From an optimization exercise on the open Yosys and OpenROAD flow, aimed at small area, a short achievable clock period and few clock cycles per item; shortcuts taken in it are not production practice. Function not checked in this run: the RTL went through the layout flow alone.

### flow/config.mk
export PLATFORM = sky130hd
export DESIGN_NAME = xtea_top
export DESIGN_NICKNAME = xtea_top
export VERILOG_FILES = /design/flow/design.v
export SDC_FILE = /design/flow/constraint.sdc
export NUM_CORES = 4
export LEC_CHECK = 0
export CAP_MARGIN = 20
export CORE_MARGIN = 2
export CORE_UTILIZATION = 60
export SLEW_MARGIN = 20
export SYNTH_HIERARCHICAL = 1
### flow/constraint.sdc
create_clock -name core_clock -period 10.0 [get_ports {clock}]
set_input_delay 2.0000 -clock core_clock [delete_from_list [all_inputs] [get_ports {clock}]]
set_output_delay 2.0000 -clock core_clock [all_outputs]
set_load 0.01 [all_outputs]
### flow/design.v
module xtea_sx(input [31:0] b, k, output [31:0] s, bk);
assign s[0] = b[5];
assign s[1] = b[6];
assign s[2] = b[7];
assign s[3] = b[8];
assign s[4] = b[0] ^ b[9];
assign s[5] = b[1] ^ b[10];
assign s[6] = b[2] ^ b[11];
assign s[7] = b[3] ^ b[12];
assign s[8] = b[4] ^ b[13];
assign s[9] = b[5] ^ b[14];
assign s[10] = b[6] ^ b[15];
assign s[11] = b[7] ^ b[16];
assign s[12] = b[8] ^ b[17];
assign s[13] = b[9] ^ b[18];
assign s[14] = b[10] ^ b[19];
assign s[15] = b[11] ^ b[20];
assign s[16] = b[12] ^ b[21];
assign s[17] = b[13] ^ b[22];
assign s[18] = b[14] ^ b[23];
assign s[19] = b[15] ^ b[24];
assign s[20] = b[16] ^ b[25];
assign s[21] = b[17] ^ b[26];
assign s[22] = b[18] ^ b[27];
assign s[23] = b[19] ^ b[28];
assign s[24] = b[20] ^ b[29];
assign s[25] = b[21] ^ b[30];
assign s[26] = b[22] ^ b[31];
assign s[27] = b[23];
assign s[28] = b[24];
assign s[29] = b[25];
assign s[30] = b[26];
assign s[31] = b[27];
assign bk = b ^ k;
endmodule
module xtea_pg1(input [31:0] s, b, bk, input go, output [30:0] gn, pn, output [31:0] hk);
assign gn = ~(s[30:0] & b[30:0] & {31{go}});
assign pn = ~(s[30:0] ^ b[30:0]);
assign hk = s ^ bk;
endmodule
module xtea_euv(input [31:0] a, hk, input go, output [31:0] e, u, v);
wire [31:0] hg = hk & {32{go}};
assign e = a ^ hg;
assign u = a & hg;
assign v = a & ~hg;
endmodule
module xtea_pg2(input [30:0] c, input [31:0] e, u, v, input cin, output [30:0] gn, pn, output p31);
assign pn[0] = ~e[0];
assign gn[0] = ~(u[0] | (e[0] & cin));
assign pn[1] = e[1] ^ c[0];
assign gn[1] = ~(c[0] ? u[1] : v[1]);
assign pn[2] = ~(e[2] ^ c[1]);
assign gn[2] = ~(c[1] ? v[2] : u[2]);
assign pn[3] = ~(e[3] ^ c[2]);
assign gn[3] = ~(c[2] ? v[3] : u[3]);
assign pn[4] = e[4] ^ c[3];
assign gn[4] = ~(c[3] ? u[4] : v[4]);
assign pn[5] = ~(e[5] ^ c[4]);
assign gn[5] = ~(c[4] ? v[5] : u[5]);
assign pn[6] = e[6] ^ c[5];
assign gn[6] = ~(c[5] ? u[6] : v[6]);
assign pn[7] = ~(e[7] ^ c[6]);
assign gn[7] = ~(c[6] ? v[7] : u[7]);
assign pn[8] = ~(e[8] ^ c[7]);
assign gn[8] = ~(c[7] ? v[8] : u[8]);
assign pn[9] = ~(e[9] ^ c[8]);
assign gn[9] = ~(c[8] ? v[9] : u[9]);
assign pn[10] = e[10] ^ c[9];
assign gn[10] = ~(c[9] ? u[10] : v[10]);
assign pn[11] = ~(e[11] ^ c[10]);
assign gn[11] = ~(c[10] ? v[11] : u[11]);
assign pn[12] = ~(e[12] ^ c[11]);
assign gn[12] = ~(c[11] ? v[12] : u[12]);
assign pn[13] = ~(e[13] ^ c[12]);
assign gn[13] = ~(c[12] ? v[13] : u[13]);
assign pn[14] = e[14] ^ c[13];
assign gn[14] = ~(c[13] ? u[14] : v[14]);
assign pn[15] = ~(e[15] ^ c[14]);
assign gn[15] = ~(c[14] ? v[15] : u[15]);
assign pn[16] = e[16] ^ c[15];
assign gn[16] = ~(c[15] ? u[16] : v[16]);
assign pn[17] = ~(e[17] ^ c[16]);
assign gn[17] = ~(c[16] ? v[17] : u[17]);
assign pn[18] = e[18] ^ c[17];
assign gn[18] = ~(c[17] ? u[18] : v[18]);
assign pn[19] = ~(e[19] ^ c[18]);
assign gn[19] = ~(c[18] ? v[19] : u[19]);
assign pn[20] = ~(e[20] ^ c[19]);
assign gn[20] = ~(c[19] ? v[20] : u[20]);
assign pn[21] = ~(e[21] ^ c[20]);
assign gn[21] = ~(c[20] ? v[21] : u[21]);
assign pn[22] = e[22] ^ c[21];
assign gn[22] = ~(c[21] ? u[22] : v[22]);
assign pn[23] = ~(e[23] ^ c[22]);
assign gn[23] = ~(c[22] ? v[23] : u[23]);
assign pn[24] = e[24] ^ c[23];
assign gn[24] = ~(c[23] ? u[24] : v[24]);
assign pn[25] = ~(e[25] ^ c[24]);
assign gn[25] = ~(c[24] ? v[25] : u[25]);
assign pn[26] = e[26] ^ c[25];
assign gn[26] = ~(c[25] ? u[26] : v[26]);
assign pn[27] = ~(e[27] ^ c[26]);
assign gn[27] = ~(c[26] ? v[27] : u[27]);
assign pn[28] = ~(e[28] ^ c[27]);
assign gn[28] = ~(c[27] ? v[28] : u[28]);
assign pn[29] = ~(e[29] ^ c[28]);
assign gn[29] = ~(c[28] ? v[29] : u[29]);
assign pn[30] = e[30] ^ c[29];
assign gn[30] = ~(c[29] ? u[30] : v[30]);
assign p31 = e[31] ^ c[30];
endmodule
module xtea_q(input [30:0] pn, input p31, input [31:0] d, input busy, output [31:0] q);
assign q[0] = busy ? ~pn[0] : d[0];
assign q[1] = busy ? ~pn[1] : d[1];
assign q[2] = busy ? ~pn[2] : d[2];
assign q[3] = busy ? ~pn[3] : d[3];
assign q[4] = busy ? ~pn[4] : d[4];
assign q[5] = busy ? ~pn[5] : d[5];
assign q[6] = busy ? ~pn[6] : d[6];
assign q[7] = busy ? ~pn[7] : d[7];
assign q[8] = busy ? ~pn[8] : d[8];
assign q[9] = busy ? ~pn[9] : d[9];
assign q[10] = busy ? ~pn[10] : d[10];
assign q[11] = busy ? ~pn[11] : d[11];
assign q[12] = busy ? ~pn[12] : d[12];
assign q[13] = busy ? ~pn[13] : d[13];
assign q[14] = busy ? ~pn[14] : d[14];
assign q[15] = busy ? ~pn[15] : d[15];
assign q[16] = busy ? ~pn[16] : d[16];
assign q[17] = busy ? ~pn[17] : d[17];
assign q[18] = busy ? ~pn[18] : d[18];
assign q[19] = busy ? ~pn[19] : d[19];
assign q[20] = busy ? ~pn[20] : d[20];
assign q[21] = busy ? ~pn[21] : d[21];
assign q[22] = busy ? ~pn[22] : d[22];
assign q[23] = busy ? ~pn[23] : d[23];
assign q[24] = busy ? ~pn[24] : d[24];
assign q[25] = busy ? ~pn[25] : d[25];
assign q[26] = busy ? ~pn[26] : d[26];
assign q[27] = busy ? ~pn[27] : d[27];
assign q[28] = busy ? ~pn[28] : d[28];
assign q[29] = busy ? ~pn[29] : d[29];
assign q[30] = busy ? ~pn[30] : d[30];
assign q[31] = busy ? p31 : d[31];
endmodule
module xtea_sum(input [31:0] q, input [30:0] C, input cin, output [31:0] n);
assign n[0] = q[0] ^ cin;
assign n[1] = ~(q[1] ^ C[0]);
assign n[2] = q[2] ^ C[1];
assign n[3] = q[3] ^ C[2];
assign n[4] = ~(q[4] ^ C[3]);
assign n[5] = q[5] ^ C[4];
assign n[6] = ~(q[6] ^ C[5]);
assign n[7] = q[7] ^ C[6];
assign n[8] = q[8] ^ C[7];
assign n[9] = q[9] ^ C[8];
assign n[10] = ~(q[10] ^ C[9]);
assign n[11] = q[11] ^ C[10];
assign n[12] = q[12] ^ C[11];
assign n[13] = q[13] ^ C[12];
assign n[14] = ~(q[14] ^ C[13]);
assign n[15] = q[15] ^ C[14];
assign n[16] = ~(q[16] ^ C[15]);
assign n[17] = q[17] ^ C[16];
assign n[18] = ~(q[18] ^ C[17]);
assign n[19] = q[19] ^ C[18];
assign n[20] = q[20] ^ C[19];
assign n[21] = q[21] ^ C[20];
assign n[22] = ~(q[22] ^ C[21]);
assign n[23] = q[23] ^ C[22];
assign n[24] = ~(q[24] ^ C[23]);
assign n[25] = q[25] ^ C[24];
assign n[26] = ~(q[26] ^ C[25]);
assign n[27] = q[27] ^ C[26];
assign n[28] = q[28] ^ C[27];
assign n[29] = q[29] ^ C[28];
assign n[30] = ~(q[30] ^ C[29]);
assign n[31] = q[31] ^ C[30];
endmodule
module xtea_step(input [31:0] a, b, k, d, input go, cin, busy, output [31:0] n);
wire [31:0] s, bk, hk, e, u, v, q;
wire [30:0] g1n, p1n, c, g2n, p2n, C;
wire p31;
xtea_sx  SX  (.b(b), .k(k), .s(s), .bk(bk));
xtea_pg1 PG1 (.s(s), .b(b), .bk(bk), .go(go), .gn(g1n), .pn(p1n), .hk(hk));
xtea_pfx_bk PF (.g(g1n), .p(p1n), .G(c));
xtea_euv EUV (.a(a), .hk(hk), .go(go), .e(e), .u(u), .v(v));
xtea_pg2 PG2 (.c(c), .e(e), .u(u), .v(v), .cin(cin), .gn(g2n), .pn(p2n), .p31(p31));
xtea_pfx_bk PS (.g(g2n), .p(p2n), .G(C));
xtea_q   Q   (.pn(p2n), .p31(p31), .d(d), .busy(busy), .q(q));
xtea_sum SUM (.q(q), .C(C), .cin(cin), .n(n));
endmodule
module xtea_add(input [31:0] x, y, input inv, output [31:0] r);
wire [30:0] gn = ~(x[30:0] & y[30:0]);
wire [30:0] pn = ~(x[30:0] ^ y[30:0]);
wire [30:0] G;
xtea_pfx_bk PF (.g(gn), .p(pn), .G(G));
assign r[0] = x[0] ^ y[0] ^ inv;
assign r[1] = ~(x[1] ^ y[1] ^ inv ^ G[0]);
assign r[2] = x[2] ^ y[2] ^ inv ^ G[1];
assign r[3] = x[3] ^ y[3] ^ inv ^ G[2];
assign r[4] = ~(x[4] ^ y[4] ^ inv ^ G[3]);
assign r[5] = x[5] ^ y[5] ^ inv ^ G[4];
assign r[6] = ~(x[6] ^ y[6] ^ inv ^ G[5]);
assign r[7] = x[7] ^ y[7] ^ inv ^ G[6];
assign r[8] = x[8] ^ y[8] ^ inv ^ G[7];
assign r[9] = x[9] ^ y[9] ^ inv ^ G[8];
assign r[10] = ~(x[10] ^ y[10] ^ inv ^ G[9]);
assign r[11] = x[11] ^ y[11] ^ inv ^ G[10];
assign r[12] = x[12] ^ y[12] ^ inv ^ G[11];
assign r[13] = x[13] ^ y[13] ^ inv ^ G[12];
assign r[14] = ~(x[14] ^ y[14] ^ inv ^ G[13]);
assign r[15] = x[15] ^ y[15] ^ inv ^ G[14];
assign r[16] = ~(x[16] ^ y[16] ^ inv ^ G[15]);
assign r[17] = x[17] ^ y[17] ^ inv ^ G[16];
assign r[18] = ~(x[18] ^ y[18] ^ inv ^ G[17]);
assign r[19] = x[19] ^ y[19] ^ inv ^ G[18];
assign r[20] = x[20] ^ y[20] ^ inv ^ G[19];
assign r[21] = x[21] ^ y[21] ^ inv ^ G[20];
assign r[22] = ~(x[22] ^ y[22] ^ inv ^ G[21]);
assign r[23] = x[23] ^ y[23] ^ inv ^ G[22];
assign r[24] = ~(x[24] ^ y[24] ^ inv ^ G[23]);
assign r[25] = x[25] ^ y[25] ^ inv ^ G[24];
assign r[26] = ~(x[26] ^ y[26] ^ inv ^ G[25]);
assign r[27] = x[27] ^ y[27] ^ inv ^ G[26];
assign r[28] = x[28] ^ y[28] ^ inv ^ G[27];
assign r[29] = x[29] ^ y[29] ^ inv ^ G[28];
assign r[30] = ~(x[30] ^ y[30] ^ inv ^ G[29]);
assign r[31] = x[31] ^ y[31] ^ inv ^ G[30];
endmodule
module xtea_top(
    input clock, reset, cfg, start,
    input[127:0] data_i, key,
    output busy, ready,
    output[127:0] data_o
);
localparam [31:0] DELTA = 32'h9E3779B9;
reg        busy_r, ready_r;
reg        dec;
reg        go;       
reg [6:0]  cnt;
reg [31:0] a0, b0, a1, b1;
reg [127:0] k;
reg [31:0] s;        
reg [31:0] skr;      
reg [3:0]  ksel;     
always @(posedge clock, posedge reset)
begin
    if(reset) begin
        busy_r  <= 1'b0;
        ready_r <= 1'b0;
        go      <= 1'b0;
    end
    else begin
        busy_r  <= busy_r ? !ready_r : start;
        ready_r <= busy_r && !ready_r && (cnt == 7'd64);
        go      <= busy_r ? !ready_r && !(!dec && cnt == 7'd63) : start && cfg;
    end
end
assign busy  = busy_r;
assign ready = ready_r;
wire cin = dec & go;
wire [31:0] kx = (k[ 31: 0] & {32{ksel[0]}}) | (k[ 63:32] & {32{ksel[1]}}) |
                 (k[ 95:64] & {32{ksel[2]}}) | (k[127:96] & {32{ksel[3]}});
wire [31:0] sk_next;
xtea_add SKA (.x(s), .y(kx), .inv(dec), .r(sk_next));
wire        s_upd = cnt[0] ^ dec;
wire [31:0] s_add;
xtea_add SDA (.x(s), .y(dec ? 32'h61C88647 : DELTA), .inv(1'b0), .r(s_add));
wire [31:0] s_nx = s_upd ? s_add : s;
wire [1:0]  idx_next = cnt[0] ? s_nx[12:11] : s_nx[1:0];
wire [31:0] n0, n1;
xtea_step STEP0 (.a(a0), .b(b0), .k(skr), .d(data_i[ 63:32]), .go(go), .cin(cin), .busy(busy_r), .n(n0));
xtea_step STEP1 (.a(a1), .b(b1), .k(skr), .d(data_i[127:96]), .go(go), .cin(cin), .busy(busy_r), .n(n1));
always @(posedge clock)
begin
    b0 <= n0;
    b1 <= n1;
    if(!busy_r) begin
        a0   <= data_i[ 31: 0];
        a1   <= data_i[ 95:64];
        k    <= key;
        dec  <= !cfg;
        cnt  <= 7'd0;
        s    <= cfg ? DELTA : 32'hC6EF3720;
        skr  <= key[31:0];
        ksel <= cfg ? 4'b1000 : 4'b0100;
    end
    else begin
        a0   <= b0;
        a1   <= b1;
        cnt  <= cnt + 7'd1;
        skr  <= sk_next;
        s    <= s_nx;
        ksel <= 4'b0001 << idx_next;
    end
end
assign data_o = {a1, b1, a0, b0};
endmodule
module xtea_pfx_bk_l1(
    input gh_1,
    input ph_1,
    input gl_1,
    output go_1,
    input gh_3,
    input ph_3,
    input gl_3,
    input pl_3,
    output go_3,
    output po_3,
    input gh_5,
    input ph_5,
    input gl_5,
    input pl_5,
    output go_5,
    output po_5,
    input gh_7,
    input ph_7,
    input gl_7,
    input pl_7,
    output go_7,
    output po_7,
    input gh_9,
    input ph_9,
    input gl_9,
    input pl_9,
    output go_9,
    output po_9,
    input gh_11,
    input ph_11,
    input gl_11,
    input pl_11,
    output go_11,
    output po_11,
    input gh_13,
    input ph_13,
    input gl_13,
    input pl_13,
    output go_13,
    output po_13,
    input gh_15,
    input ph_15,
    input gl_15,
    input pl_15,
    output go_15,
    output po_15,
    input gh_17,
    input ph_17,
    input gl_17,
    input pl_17,
    output go_17,
    output po_17,
    input gh_19,
    input ph_19,
    input gl_19,
    input pl_19,
    output go_19,
    output po_19,
    input gh_21,
    input ph_21,
    input gl_21,
    input pl_21,
    output go_21,
    output po_21,
    input gh_23,
    input ph_23,
    input gl_23,
    input pl_23,
    output go_23,
    output po_23,
    input gh_25,
    input ph_25,
    input gl_25,
    input pl_25,
    output go_25,
    output po_25,
    input gh_27,
    input ph_27,
    input gl_27,
    input pl_27,
    output go_27,
    output po_27,
    input gh_29,
    input ph_29,
    input gl_29,
    input pl_29,
    output go_29,
    output po_29
);
assign go_1 = (~gh_1 | (~ph_1 & ~gl_1));
assign go_3 = (~gh_3 | (~ph_3 & ~gl_3));
assign po_3 = (~ph_3 & ~pl_3);
assign go_5 = (~gh_5 | (~ph_5 & ~gl_5));
assign po_5 = (~ph_5 & ~pl_5);
assign go_7 = (~gh_7 | (~ph_7 & ~gl_7));
assign po_7 = (~ph_7 & ~pl_7);
assign go_9 = (~gh_9 | (~ph_9 & ~gl_9));
assign po_9 = (~ph_9 & ~pl_9);
assign go_11 = (~gh_11 | (~ph_11 & ~gl_11));
assign po_11 = (~ph_11 & ~pl_11);
assign go_13 = (~gh_13 | (~ph_13 & ~gl_13));
assign po_13 = (~ph_13 & ~pl_13);
assign go_15 = (~gh_15 | (~ph_15 & ~gl_15));
assign po_15 = (~ph_15 & ~pl_15);
assign go_17 = (~gh_17 | (~ph_17 & ~gl_17));
assign po_17 = (~ph_17 & ~pl_17);
assign go_19 = (~gh_19 | (~ph_19 & ~gl_19));
assign po_19 = (~ph_19 & ~pl_19);
assign go_21 = (~gh_21 | (~ph_21 & ~gl_21));
assign po_21 = (~ph_21 & ~pl_21);
assign go_23 = (~gh_23 | (~ph_23 & ~gl_23));
assign po_23 = (~ph_23 & ~pl_23);
assign go_25 = (~gh_25 | (~ph_25 & ~gl_25));
assign po_25 = (~ph_25 & ~pl_25);
assign go_27 = (~gh_27 | (~ph_27 & ~gl_27));
assign po_27 = (~ph_27 & ~pl_27);
assign go_29 = (~gh_29 | (~ph_29 & ~gl_29));
assign po_29 = (~ph_29 & ~pl_29);
endmodule
module xtea_pfx_bk_l2(
    input gh_3,
    input ph_3,
    input gl_3,
    output go_3,
    input gh_7,
    input ph_7,
    input gl_7,
    input pl_7,
    output go_7,
    output po_7,
    input gh_11,
    input ph_11,
    input gl_11,
    input pl_11,
    output go_11,
    output po_11,
    input gh_15,
    input ph_15,
    input gl_15,
    input pl_15,
    output go_15,
    output po_15,
    input gh_19,
    input ph_19,
    input gl_19,
    input pl_19,
    output go_19,
    output po_19,
    input gh_23,
    input ph_23,
    input gl_23,
    input pl_23,
    output go_23,
    output po_23,
    input gh_27,
    input ph_27,
    input gl_27,
    input pl_27,
    output go_27,
    output po_27
);
assign go_3 = ~(gh_3 | (ph_3 & gl_3));
assign go_7 = ~(gh_7 | (ph_7 & gl_7));
assign po_7 = ~(ph_7 & pl_7);
assign go_11 = ~(gh_11 | (ph_11 & gl_11));
assign po_11 = ~(ph_11 & pl_11);
assign go_15 = ~(gh_15 | (ph_15 & gl_15));
assign po_15 = ~(ph_15 & pl_15);
assign go_19 = ~(gh_19 | (ph_19 & gl_19));
assign po_19 = ~(ph_19 & pl_19);
assign go_23 = ~(gh_23 | (ph_23 & gl_23));
assign po_23 = ~(ph_23 & pl_23);
assign go_27 = ~(gh_27 | (ph_27 & gl_27));
assign po_27 = ~(ph_27 & pl_27);
endmodule
module xtea_pfx_bk_l3(
    input gh_7,
    input ph_7,
    input gl_7,
    output go_7,
    input gh_15,
    input ph_15,
    input gl_15,
    input pl_15,
    output go_15,
    output po_15,
    input gh_23,
    input ph_23,
    input gl_23,
    input pl_23,
    output go_23,
    output po_23
);
assign go_7 = (~gh_7 | (~ph_7 & ~gl_7));
assign go_15 = (~gh_15 | (~ph_15 & ~gl_15));
assign po_15 = (~ph_15 & ~pl_15);
assign go_23 = (~gh_23 | (~ph_23 & ~gl_23));
assign po_23 = (~ph_23 & ~pl_23);
endmodule
module xtea_pfx_bk_l4(
    input gh_15,
    input ph_15,
    input gl_15,
    output go_15
);
assign go_15 = ~(gh_15 | (ph_15 & gl_15));
endmodule
module xtea_pfx_bk_l5(
    input gh_23,
    input ph_23,
    input gl_23,
    output go_23
);
assign go_23 = ~(gh_23 | (ph_23 & ~gl_23));
endmodule
module xtea_pfx_bk_l6(
    input gh_11,
    input ph_11,
    input gl_11,
    output go_11,
    input gh_19,
    input ph_19,
    input gl_19,
    output go_19,
    input gh_27,
    input ph_27,
    input gl_27,
    output go_27
);
assign go_11 = (~gh_11 | (~ph_11 & gl_11));
assign go_19 = (~gh_19 | (~ph_19 & ~gl_19));
assign go_27 = (~gh_27 | (~ph_27 & ~gl_27));
endmodule
module xtea_pfx_bk_l7(
    input gh_5,
    input ph_5,
    input gl_5,
    output go_5,
    input gh_9,
    input ph_9,
    input gl_9,
    output go_9,
    input gh_13,
    input ph_13,
    input gl_13,
    output go_13,
    input gh_17,
    input ph_17,
    input gl_17,
    output go_17,
    input gh_21,
    input ph_21,
    input gl_21,
    output go_21,
    input gh_25,
    input ph_25,
    input gl_25,
    output go_25,
    input gh_29,
    input ph_29,
    input gl_29,
    output go_29
);
assign go_5 = ~(gh_5 | (ph_5 & ~gl_5));
assign go_9 = ~(gh_9 | (ph_9 & gl_9));
assign go_13 = ~(gh_13 | (ph_13 & gl_13));
assign go_17 = ~(gh_17 | (ph_17 & ~gl_17));
assign go_21 = ~(gh_21 | (ph_21 & gl_21));
assign go_25 = ~(gh_25 | (ph_25 & ~gl_25));
assign go_29 = ~(gh_29 | (ph_29 & gl_29));
endmodule
module xtea_pfx_bk_l8(
    input gh_2,
    input ph_2,
    input gl_2,
    output go_2,
    input gh_4,
    input ph_4,
    input gl_4,
    output go_4,
    input gh_6,
    input ph_6,
    input gl_6,
    output go_6,
    input gh_8,
    input ph_8,
    input gl_8,
    output go_8,
    input gh_10,
    input ph_10,
    input gl_10,
    output go_10,
    input gh_12,
    input ph_12,
    input gl_12,
    output go_12,
    input gh_14,
    input ph_14,
    input gl_14,
    output go_14,
    input gh_16,
    input ph_16,
    input gl_16,
    output go_16,
    input gh_18,
    input ph_18,
    input gl_18,
    output go_18,
    input gh_20,
    input ph_20,
    input gl_20,
    output go_20,
    input gh_22,
    input ph_22,
    input gl_22,
    output go_22,
    input gh_24,
    input ph_24,
    input gl_24,
    output go_24,
    input gh_26,
    input ph_26,
    input gl_26,
    output go_26,
    input gh_28,
    input ph_28,
    input gl_28,
    output go_28,
    input gh_30,
    input ph_30,
    input gl_30,
    output go_30
);
assign go_2 = (~gh_2 | (~ph_2 & gl_2));
assign go_4 = (~gh_4 | (~ph_4 & ~gl_4));
assign go_6 = (~gh_6 | (~ph_6 & ~gl_6));
assign go_8 = (~gh_8 | (~ph_8 & gl_8));
assign go_10 = (~gh_10 | (~ph_10 & ~gl_10));
assign go_12 = (~gh_12 | (~ph_12 & gl_12));
assign go_14 = (~gh_14 | (~ph_14 & ~gl_14));
assign go_16 = (~gh_16 | (~ph_16 & ~gl_16));
assign go_18 = (~gh_18 | (~ph_18 & ~gl_18));
assign go_20 = (~gh_20 | (~ph_20 & gl_20));
assign go_22 = (~gh_22 | (~ph_22 & ~gl_22));
assign go_24 = (~gh_24 | (~ph_24 & ~gl_24));
assign go_26 = (~gh_26 | (~ph_26 & ~gl_26));
assign go_28 = (~gh_28 | (~ph_28 & gl_28));
assign go_30 = (~gh_30 | (~ph_30 & ~gl_30));
endmodule
module xtea_pfx_bk(input [30:0] g, p, output [30:0] G);
wire G1_1, G1_3, G1_5, G1_7, G1_9, G1_11, G1_13, G1_15, G1_17, G1_19, G1_21, G1_23, G1_25, G1_27, G1_29, P1_3, P1_5, P1_7, P1_9, P1_11, P1_13, P1_15, P1_17, P1_19, P1_21, P1_23, P1_25, P1_27, P1_29, G2_3, G2_7, G2_11, G2_15, G2_19, G2_23, G2_27, P2_7, P2_11, P2_15, P2_19, P2_23, P2_27, G3_7, G3_15, G3_23, P3_15, P3_23, G4_15, G5_23, G6_11, G6_19, G6_27, G7_5, G7_9, G7_13, G7_17, G7_21, G7_25, G7_29, G8_2, G8_4, G8_6, G8_8, G8_10, G8_12, G8_14, G8_16, G8_18, G8_20, G8_22, G8_24, G8_26, G8_28, G8_30;
xtea_pfx_bk_l1 L1 (.gh_1(g[1]), .ph_1(p[1]), .gl_1(g[0]), .go_1(G1_1), .gh_3(g[3]), .ph_3(p[3]), .gl_3(g[2]), .pl_3(p[2]), .go_3(G1_3), .po_3(P1_3), .gh_5(g[5]), .ph_5(p[5]), .gl_5(g[4]), .pl_5(p[4]), .go_5(G1_5), .po_5(P1_5), .gh_7(g[7]), .ph_7(p[7]), .gl_7(g[6]), .pl_7(p[6]), .go_7(G1_7), .po_7(P1_7), .gh_9(g[9]), .ph_9(p[9]), .gl_9(g[8]), .pl_9(p[8]), .go_9(G1_9), .po_9(P1_9), .gh_11(g[11]), .ph_11(p[11]), .gl_11(g[10]), .pl_11(p[10]), .go_11(G1_11), .po_11(P1_11), .gh_13(g[13]), .ph_13(p[13]), .gl_13(g[12]), .pl_13(p[12]), .go_13(G1_13), .po_13(P1_13), .gh_15(g[15]), .ph_15(p[15]), .gl_15(g[14]), .pl_15(p[14]), .go_15(G1_15), .po_15(P1_15), .gh_17(g[17]), .ph_17(p[17]), .gl_17(g[16]), .pl_17(p[16]), .go_17(G1_17), .po_17(P1_17), .gh_19(g[19]), .ph_19(p[19]), .gl_19(g[18]), .pl_19(p[18]), .go_19(G1_19), .po_19(P1_19), .gh_21(g[21]), .ph_21(p[21]), .gl_21(g[20]), .pl_21(p[20]), .go_21(G1_21), .po_21(P1_21), .gh_23(g[23]), .ph_23(p[23]), .gl_23(g[22]), .pl_23(p[22]), .go_23(G1_23), .po_23(P1_23), .gh_25(g[25]), .ph_25(p[25]), .gl_25(g[24]), .pl_25(p[24]), .go_25(G1_25), .po_25(P1_25), .gh_27(g[27]), .ph_27(p[27]), .gl_27(g[26]), .pl_27(p[26]), .go_27(G1_27), .po_27(P1_27), .gh_29(g[29]), .ph_29(p[29]), .gl_29(g[28]), .pl_29(p[28]), .go_29(G1_29), .po_29(P1_29));
xtea_pfx_bk_l2 L2 (.gh_3(G1_3), .ph_3(P1_3), .gl_3(G1_1), .go_3(G2_3), .gh_7(G1_7), .ph_7(P1_7), .gl_7(G1_5), .pl_7(P1_5), .go_7(G2_7), .po_7(P2_7), .gh_11(G1_11), .ph_11(P1_11), .gl_11(G1_9), .pl_11(P1_9), .go_11(G2_11), .po_11(P2_11), .gh_15(G1_15), .ph_15(P1_15), .gl_15(G1_13), .pl_15(P1_13), .go_15(G2_15), .po_15(P2_15), .gh_19(G1_19), .ph_19(P1_19), .gl_19(G1_17), .pl_19(P1_17), .go_19(G2_19), .po_19(P2_19), .gh_23(G1_23), .ph_23(P1_23), .gl_23(G1_21), .pl_23(P1_21), .go_23(G2_23), .po_23(P2_23), .gh_27(G1_27), .ph_27(P1_27), .gl_27(G1_25), .pl_27(P1_25), .go_27(G2_27), .po_27(P2_27));
xtea_pfx_bk_l3 L3 (.gh_7(G2_7), .ph_7(P2_7), .gl_7(G2_3), .go_7(G3_7), .gh_15(G2_15), .ph_15(P2_15), .gl_15(G2_11), .pl_15(P2_11), .go_15(G3_15), .po_15(P3_15), .gh_23(G2_23), .ph_23(P2_23), .gl_23(G2_19), .pl_23(P2_19), .go_23(G3_23), .po_23(P3_23));
xtea_pfx_bk_l4 L4 (.gh_15(G3_15), .ph_15(P3_15), .gl_15(G3_7), .go_15(G4_15));
xtea_pfx_bk_l5 L5 (.gh_23(G3_23), .ph_23(P3_23), .gl_23(G4_15), .go_23(G5_23));
xtea_pfx_bk_l6 L6 (.gh_11(G2_11), .ph_11(P2_11), .gl_11(G3_7), .go_11(G6_11), .gh_19(G2_19), .ph_19(P2_19), .gl_19(G4_15), .go_19(G6_19), .gh_27(G2_27), .ph_27(P2_27), .gl_27(G5_23), .go_27(G6_27));
xtea_pfx_bk_l7 L7 (.gh_5(G1_5), .ph_5(P1_5), .gl_5(G2_3), .go_5(G7_5), .gh_9(G1_9), .ph_9(P1_9), .gl_9(G3_7), .go_9(G7_9), .gh_13(G1_13), .ph_13(P1_13), .gl_13(G6_11), .go_13(G7_13), .gh_17(G1_17), .ph_17(P1_17), .gl_17(G4_15), .go_17(G7_17), .gh_21(G1_21), .ph_21(P1_21), .gl_21(G6_19), .go_21(G7_21), .gh_25(G1_25), .ph_25(P1_25), .gl_25(G5_23), .go_25(G7_25), .gh_29(G1_29), .ph_29(P1_29), .gl_29(G6_27), .go_29(G7_29));
xtea_pfx_bk_l8 L8 (.gh_2(g[2]), .ph_2(p[2]), .gl_2(G1_1), .go_2(G8_2), .gh_4(g[4]), .ph_4(p[4]), .gl_4(G2_3), .go_4(G8_4), .gh_6(g[6]), .ph_6(p[6]), .gl_6(G7_5), .go_6(G8_6), .gh_8(g[8]), .ph_8(p[8]), .gl_8(G3_7), .go_8(G8_8), .gh_10(g[10]), .ph_10(p[10]), .gl_10(G7_9), .go_10(G8_10), .gh_12(g[12]), .ph_12(p[12]), .gl_12(G6_11), .go_12(G8_12), .gh_14(g[14]), .ph_14(p[14]), .gl_14(G7_13), .go_14(G8_14), .gh_16(g[16]), .ph_16(p[16]), .gl_16(G4_15), .go_16(G8_16), .gh_18(g[18]), .ph_18(p[18]), .gl_18(G7_17), .go_18(G8_18), .gh_20(g[20]), .ph_20(p[20]), .gl_20(G6_19), .go_20(G8_20), .gh_22(g[22]), .ph_22(p[22]), .gl_22(G7_21), .go_22(G8_22), .gh_24(g[24]), .ph_24(p[24]), .gl_24(G5_23), .go_24(G8_24), .gh_26(g[26]), .ph_26(p[26]), .gl_26(G7_25), .go_26(G8_26), .gh_28(g[28]), .ph_28(p[28]), .gl_28(G6_27), .go_28(G8_28), .gh_30(g[30]), .ph_30(p[30]), .gl_30(G7_29), .go_30(G8_30));
assign G[0] = g[0];
assign G[1] = G1_1;
assign G[2] = G8_2;
assign G[3] = G2_3;
assign G[4] = G8_4;
assign G[5] = G7_5;
assign G[6] = G8_6;
assign G[7] = G3_7;
assign G[8] = G8_8;
assign G[9] = G7_9;
assign G[10] = G8_10;
assign G[11] = G6_11;
assign G[12] = G8_12;
assign G[13] = G7_13;
assign G[14] = G8_14;
assign G[15] = G4_15;
assign G[16] = G8_16;
assign G[17] = G7_17;
assign G[18] = G8_18;
assign G[19] = G6_19;
assign G[20] = G8_20;
assign G[21] = G7_21;
assign G[22] = G8_22;
assign G[23] = G5_23;
assign G[24] = G8_24;
assign G[25] = G7_25;
assign G[26] = G8_26;
assign G[27] = G6_27;
assign G[28] = G8_28;
assign G[29] = G7_29;
assign G[30] = G8_30;
endmodule
### flow/flow/run.sh
#!/bin/bash
# Standard layout, except that the port buffers are the smallest buffer.
set -euo pipefail
export BUFFER_PORTS_ARGS="-buffer_cell sky130_fd_sc_hd__buf_1"
bash standard.sh finish > standard.log 2>&1
### flow/standard.sh
#!/bin/bash
# synth_recipe.tcl (not shown) runs the flow's synth.tcl, then flattens the netlist and writes it again
# the make line also repeats each setting of config.mk as NAME=value (left out here)
make -C /OpenROAD-flow-scripts/flow DESIGN_CONFIG=/design/flow/config.mk WORK_HOME=/design/flow/orfs CLKGATE_MAP_FILE= SYNTH_SCRIPT=/design/flow/synth_recipe.tcl "${@:-finish}"
==> qor.csv <==
stage;metric;value;unit
routing;drt first-iter violations;844;
grt;initial antenna violation count;2;
floorplanning;FP Rows;75;
timing;fin crit share;51.0;%
floorplanning;Die Area;44200;um2
clock_network;root buf cell;clkbuf_16;
timing;Final Max Tran Viols;0;
timing;Max Fclk;0.196;GHz
floorplanning;die width;210;um
clock_network;worst skew pair latency;570;ps
critical_path;worst path arrival time;5550;ps
floorplanning;area of the core;41900;um2
routing;vias per std cell;5.13;
placement;GPL Wtd Cong;0.905;
routing;Residual DRC;0;
finish;P&R area growth vs syn;5.64;%
placement;DP Wirelength;45900;um
critical_path;CP Class;reg2reg;
routing;average wire per standard cell;17.2;um
grt;vias in the first global route;17431;
clock_network;TritonCTS Buffers;39;
finish;antenna diode count;0;
critical_path;WP buf/inv;2;
routing;final WL;59200;um
critical_path;highest-delay cell along the critical path;dfrtp_4;
finish;layout cells sized above 1;9.59;%
clock_network;CTS tree;done;
timing;Slew HR;24.1;%
placement;area of placed instances;25700;um2
critical_path;CP startpoint kind;flop;
finish;Post-Layout Cell Count;3438;
synthesis;syn avg cell area;9.45;um2
timing;Clock Skews;14.7;ps
flow_run;max-cap viol count;0;
run_status;outcome;no timing/DRC/antenna violations;
synthesis;syn nets;3214;
hold_path;worst hold path type;reg2reg;
timing;setup repair after global routing missed its margin;false;
timing;Worst-Margin Slew;1140;ps
clock_network;CTS H-Tree Depth;2;
synthesis;Cells after Synth;2702;
critical_path;CP peak stage delay;840;ps
clock_network;Post-CTS Resized;0;
routing;drt first pass iters;5;
critical_path;CP required;10450;ps
grt;GR Util All Layers;26.6;%
clock_network;Post-CTS Hold Buffers;0;
synthesis;mapped cell area;25500;um2
placement;Placed Instances;3369;
critical_path;Most common cell on crit path;o21ai_1;
critical_path;CP delay by family, top;compound AO/OA/AOI/OAI gates;
clock_network;CTS clk-pin slew, worst paths;60;ps
timing;setup_tns;0;ps
floorplanning;Die Y;210;um
synthesis;Syn. warnings;7;
finish;Nets;3383;
critical_path;crit path cell chain;nand2_1, o21ai_1, a21oi_1, o21ai_1, inv_1, o21ai_2, a21oi_1, o21ai_1, xnor2_1, nor2_1, a21oi_2, o21ai_1, a21oi_2, inv_1, a21oi_2, o21ai_1, a21oi_1, o21ai_1, xor2_1;
critical_path;Setup crit end kind;flop;
routing;vias;17651;
placement;number of buffer cells added on primary ports;389;
timing;Final Hold Fails;0;
grt;first-pass GRT wire length;92100;um
grt;GRT overflow;0;
floorplanning;# IOs;390;
clock_network;Setup Buffers After CTS;0;
grt;pin count of the biggest net entering global routing;150;
clock_network;clk sink count;335;
critical_path;critical path fanouts, max;68;
floorplanning;Initial Utilization;60.9;%
finish;Final Cell Area;27000;um2
clock_network;Clock Path Buffers;3;
routing;ANT nets after route;0;
timing;setup violators final;0;
timing;minimum clock period;5100;ps
-- worst paths after layout --
| kind | from | to | slack [ps] | cells past startpoint |
|---|---|---|---|---|
| hold reg to reg | cnt[5] | cnt[5] | 500 | 2 |
| min in group asynchronous | reset | go | 1330 | 2 |
| max in group asynchronous | reset | busy_r | 8450 | 2 |
| setup / recovery | go | b0[31] | 4900 | 19 |
| setup reg to reg | go | b0[31] | 4900 | 19 |
| hold / removal | cnt[5] | cnt[5] | 500 | 2 |
-- area by class of cell --
cell class | count | area, um2
Sequential cell | 335 | 8300
Clock buffer | 58 | 1140
Multi-Input combinational cell | 1717 | 13700
Timing Repair Buffer | 400 | 1560
Fill cell | 3701 | 15000
Clock inverter | 11 | 169
Inverter | 378 | 1420
Tap cell | 539 | 674
-- layout by cell type, fill, tap and decap left out, types with 3 or more instances in the layout --
cell type  instances
nor2_1           103
xnor2_1          181
o21ai_2           36
inv_1            377
bufinv_16          3
nand2_1          219
a21o_1            13
mux2i_1          126
dfxtp_1          175
clkinv_1           3
a21oi_1           36
xnor2_2            4
a21oi_2           66
buf_4              9
o21ai_1          180
clkbuf_8           5
edfxtp_1         157
and3_1             5
o21ai_0            4
clkbuf_1          12
mux2_2            98
and2_1            66
xor2_1           245
a22oi_1           64
ha_1             252
clkbuf_16         41
buf_1            389
-- flip-flops by register name (all words and copies together), names as in the netlist, 7 cells and up --
name,count
k,128
s,32
b0,32
b1,32
skr,32
cnt,7
a1,32
a0,32
-- worst register-to-register path: cells and delay by family (launching register included) --
family | cells | cell delay, ps
compound gates | 13 | 3180
xor+xnor | 2 | 380
flops | 1 | 840
buf+inv | 2 | 210
simple gates | 2 | 370
-- per-layer routing --
layer / track usage (%) / vias to the layer above / share of wire (%) / routed length (um)
met1: 35.8 / 8207 / 46 / 27300
li1: - / 8958 / - / -
met4: 7.63 / 0 / 2.2 / 1310
met5: 0 / - / 0 / 0
met2: 45.0 / 406 / 47 / 27800
met3: 3.43 / 80 / 4.7 / 2760
-- per-stage QoR --
stage	hold slack, ps	util, %	worst slack (ps)
after floorplan	457	-	4250
after global placement	484	61.2	5130
after detailed placement	488	61.2	4920
after CTS	499	64.3	4850
after global routing	537	64.3	4450
final	499	64.3	4900

==> separate check: timing with driven ports <==
No port has a modelled driver above. Below, the same layout with a new extraction and two added sets of constraints.
Step 1: set_driving_cell puts a clkbuf_16 on clock and a buf_2 on each other input, an assumption about the parent block.
Step 2, shift: input delay + t, output delay - t, t = (earliest + latest rising clock arrival at the registers) / 2. This alone moves slack from input paths to output paths.
a / b / c = ideal ports / drivers / drivers and shift; a / b = the first two.
t, ns: 0.621
setup slack, ns: 4.901 / 4.901 / 4.901
clock arrival spread, ns: 0.017 / 0.017
After both steps this run still meets setup and hold. For this run, drivers alone change the setup slack by 0.000 ns; drivers and shift together by 0.000 ns.
